From an optimization exercise on the open Yosys and OpenROAD flow, aimed at small area, a short achievable clock period and few clock cycles; shortcuts taken in it are not production practice.
RTL that was checked went through simulation tests only; none was proved equivalent to the original.
No driver is modelled on the clock port, so clock power and skew are understated where the tree is cut down; a real chip needs a root buffer or a tree.
Power is estimated from default activity; no workload was simulated.

== v6 ==
==> flow/design.v <==
`timescale 1ns / 1ns
module bus_arb(clk, rst,
               start1, read_operation1, in_address1, in_data1,
               start2, read_operation2, in_address2, in_data2,
               out_data1, out_data2, finish1, finish2, cache_busy1, cache_busy2,
               mem_req, mem_we, mem_addr, mem_wdata, mem_ack, mem_rdata);
input clk, rst;
input start1, read_operation1, start2, read_operation2;
input [7:0] in_address1, in_address2, in_data1, in_data2;
output [7:0] out_data1, out_data2;
output reg finish1, finish2;
output reg cache_busy1, cache_busy2;
output reg mem_req;
output reg mem_we;
output reg [7:0] mem_addr, mem_wdata;
input mem_ack;
input [7:0] mem_rdata;
reg smp;             
reg owner;           
reg [7:0] rdata;
wire start_owner = owner ? start2 : start1;
wire start_other = owner ? start1 : start2;
wire free = ~mem_req | (smp & mem_ack);
wire load = free & start_other;    
always @(posedge clk)
begin
	if(rst)
	begin
		mem_req <= 0;
		smp <= 0;
		owner <= 0;
		finish1 <= 0;
		finish2 <= 0;
		cache_busy1 <= 1;
		cache_busy2 <= 1;
	end
	else
	begin
		finish1 <= smp & mem_ack & ~owner;
		finish2 <= smp & mem_ack & owner;
		cache_busy1 <= ~(load & owner);
		cache_busy2 <= ~(load & ~owner);
		if(mem_req & ~smp)
			smp <= 1;
		else if(free)
		begin
			smp <= 0;
			mem_req <= start_other;
			if(start_other | start_owner)
				owner <= ~owner;
		end
	end
end
always @(posedge clk)
begin
	rdata <= mem_rdata;
	if(free)
	begin
		mem_we <= owner ? ~read_operation1 : ~read_operation2;
		mem_addr <= owner ? in_address1 : in_address2;
		mem_wdata <= owner ? in_data1 : in_data2;
	end
end
assign out_data1 = rdata;
assign out_data2 = rdata;
endmodule
`timescale 1ns / 1ns
module dual_cache(clk, rst,
                  start1, read_operation1, in_address1, in_data1, out_data1, finish1, cache_busy1,
                  start2, read_operation2, in_address2, in_data2, out_data2, finish2, cache_busy2,
                  mem_req, mem_we, mem_addr, mem_wdata, mem_ack, mem_rdata);
input clk, rst;
input start1, read_operation1, start2, read_operation2;
input [7:0] in_address1, in_address2;
input [7:0] in_data1, in_data2;
output [7:0] out_data1, out_data2;
output finish1, finish2;
output cache_busy1, cache_busy2;
output mem_req, mem_we;
output [7:0] mem_addr, mem_wdata;
input mem_ack;
input [7:0] mem_rdata;
bus_arb busmem1(.clk(clk), .rst(rst),
                .start1(start1), .read_operation1(read_operation1), .in_address1(in_address1), .in_data1(in_data1),
                .start2(start2), .read_operation2(read_operation2), .in_address2(in_address2), .in_data2(in_data2),
                .out_data1(out_data1), .out_data2(out_data2), .finish1(finish1), .finish2(finish2),
                .cache_busy1(cache_busy1), .cache_busy2(cache_busy2),
                .mem_req(mem_req), .mem_we(mem_we), .mem_addr(mem_addr), .mem_wdata(mem_wdata),
                .mem_ack(mem_ack), .mem_rdata(mem_rdata));
endmodule
export LEC_CHECK = 0
export CAP_MARGIN = 20
export CORE_AREA = 2.3 2.3 57.7 57.7
export DIE_AREA = 0 0 60 60
export SLEW_MARGIN = 20
create_clock -name core_clock -period 5.0 [get_ports {clk}]
standard.sh (not shown) runs the stock make flow with config.mk's settings and CLKGATE_MAP_FILE= SYNTH_SCRIPT=/design/flow/synth_recipe.tcl, a recipe that flattens the netlist after the stock synthesis.
==> flow/flow/run.sh <==
#!/bin/bash
# Standard layout with three changes:
#  - the port buffers are sky130_fd_sc_hd__buf_1 instead of the delay buffer
#    buffer_ports picks by default;
#  - after clock tree synthesis, flow/clock.tcl replaces the two-level clock
#    tree with two clock buffers, each driving half of the flip-flops;
#  - it then repairs setup timing with a margin, so that the resizer works on
#    the paths that set the achieved clock period.
set -euo pipefail
here=$(pwd)
export CLOCK_REPAIR_MARGIN=3.33
export CLOCK_ROOT_BUFS=2
export CLOCK_ROOT_BUF=sky130_fd_sc_hd__clkbuf_8
bash standard.sh 'BUFFER_PORTS_ARGS=-buffer_cell sky130_fd_sc_hd__buf_1' "POST_CTS_TCL=$here/flow/clock.tcl" finish > standard_make.log 2>&1
Other scripts of this flow, unchanged in this note and not shown: flow/flow/clock.tcl
Testbench counts of v6, summed over its fixed seeds: cycles 14,280.
## Diff of input files: v7 against v6
==> flow/design.v, changed modules only <==
module bus_arb(clk, rst,
               start1, read_operation1, in_address1, in_data1,
               start2, read_operation2, in_address2, in_data2,
               out_data1, out_data2, finish1, finish2, cache_busy1, cache_busy2,
               mem_req, mem_we, mem_addr, mem_wdata, mem_ack, mem_rdata);
input clk, rst;
input start1, read_operation1, start2, read_operation2;
input [7:0] in_address1, in_address2, in_data1, in_data2;
output [7:0] out_data1, out_data2;
output reg finish1, finish2;
output reg cache_busy1, cache_busy2;
output reg mem_req;
output reg mem_we;
output reg [7:0] mem_addr;
output [7:0] mem_wdata;
input mem_ack;
input [7:0] mem_rdata;
reg smp;             
reg idle;            
reg owner;           
reg [7:0] data;      
wire start_owner = owner ? start2 : start1;
wire start_other = owner ? start1 : start2;
wire free = idle | (smp & mem_ack);
wire read_ack = smp & mem_ack & ~mem_we;
wire start_ok = start_other & ~(read_ack & (owner ? ~read_operation1 : ~read_operation2));
wire load = free & start_ok;    
always @(posedge clk)
begin
	if(rst)
	begin
		mem_req <= 0;
		idle <= 1;
		smp <= 0;
		owner <= 0;
		finish1 <= 0;
		finish2 <= 0;
		cache_busy1 <= 1;
		cache_busy2 <= 1;
	end
	else
	begin
		finish1 <= smp & mem_ack & ~owner;
		finish2 <= smp & mem_ack & owner;
		cache_busy1 <= ~(load & owner);
		cache_busy2 <= ~(load & ~owner);
		if(~idle & ~smp)
			smp <= 1;
		else if(free)
		begin
			smp <= 0;
			mem_req <= start_ok;
			idle <= ~start_ok;
			if(start_ok | start_owner)
				owner <= ~owner;
		end
	end
end
always @(posedge clk)
begin
	if(free)
	begin
		mem_we <= owner ? ~read_operation1 : ~read_operation2;
		mem_addr <= owner ? in_address1 : in_address2;
	end
	if(read_ack)
		data <= mem_rdata;
	else if(free)
		data <= owner ? in_data1 : in_data2;
end
assign mem_wdata = data;
assign out_data1 = data;
assign out_data2 = data;
endmodule
Results
Compared with v6, v7 ends up with a larger final cell area.
Compared with v6, in v7 floorplan die area closely matched the old numbers; total number of nets in the final design went up 8.3%; weighted congestion at the end of routability-driven global placement shows an increase of 0.062.
Measured against v7, the power dissipated by switching net loads of v6 comes out at 0.928 times the reference value.
Of the two values seen for kind of critical path, in -> reg was produced by v7 and reg -> out by v6.
Summary of the comparison: shortest period the worst path allows is higher in v7, relative to v6.
For v7, only the layout was checked, not whether the RTL still works. No run of this note takes its clock network from TritonCTS; it comes from the design's own scripts or RTL.

## re-timing with driven ports
In the flow no input, the clock included, has a driving cell. The finished layouts below were timed again as built, in two steps. Step 1 (the two cells are an assumption about what drives the block):
set clk [get_ports {clk}]
set_driving_cell -lib_cell sky130_fd_sc_hd__clkbuf_16 $clk
set_driving_cell -lib_cell sky130_fd_sc_hd__buf_2 [delete_from_list [all_inputs] $clk]
Step 2 also shifts input and output timing later by t, the mid clock arrival at the registers, as if the neighbouring blocks saw the same clock. Slacks: ideal / step 1 / step 2; pairs: ideal / step 1.
run | shift t [ns] | slack for setup (ns) | worst setup path at the end
v6 | 0.182 | 3.307 / 3.277 / 3.167 | input to register
v7 | 0.170 | 3.253 / 3.237 / 3.067 | input to register
After both steps setup and hold are still met in every run listed. The setup slack of v7, which loses most, moves by -0.016 ns with the drivers and by -0.186 ns with both steps.
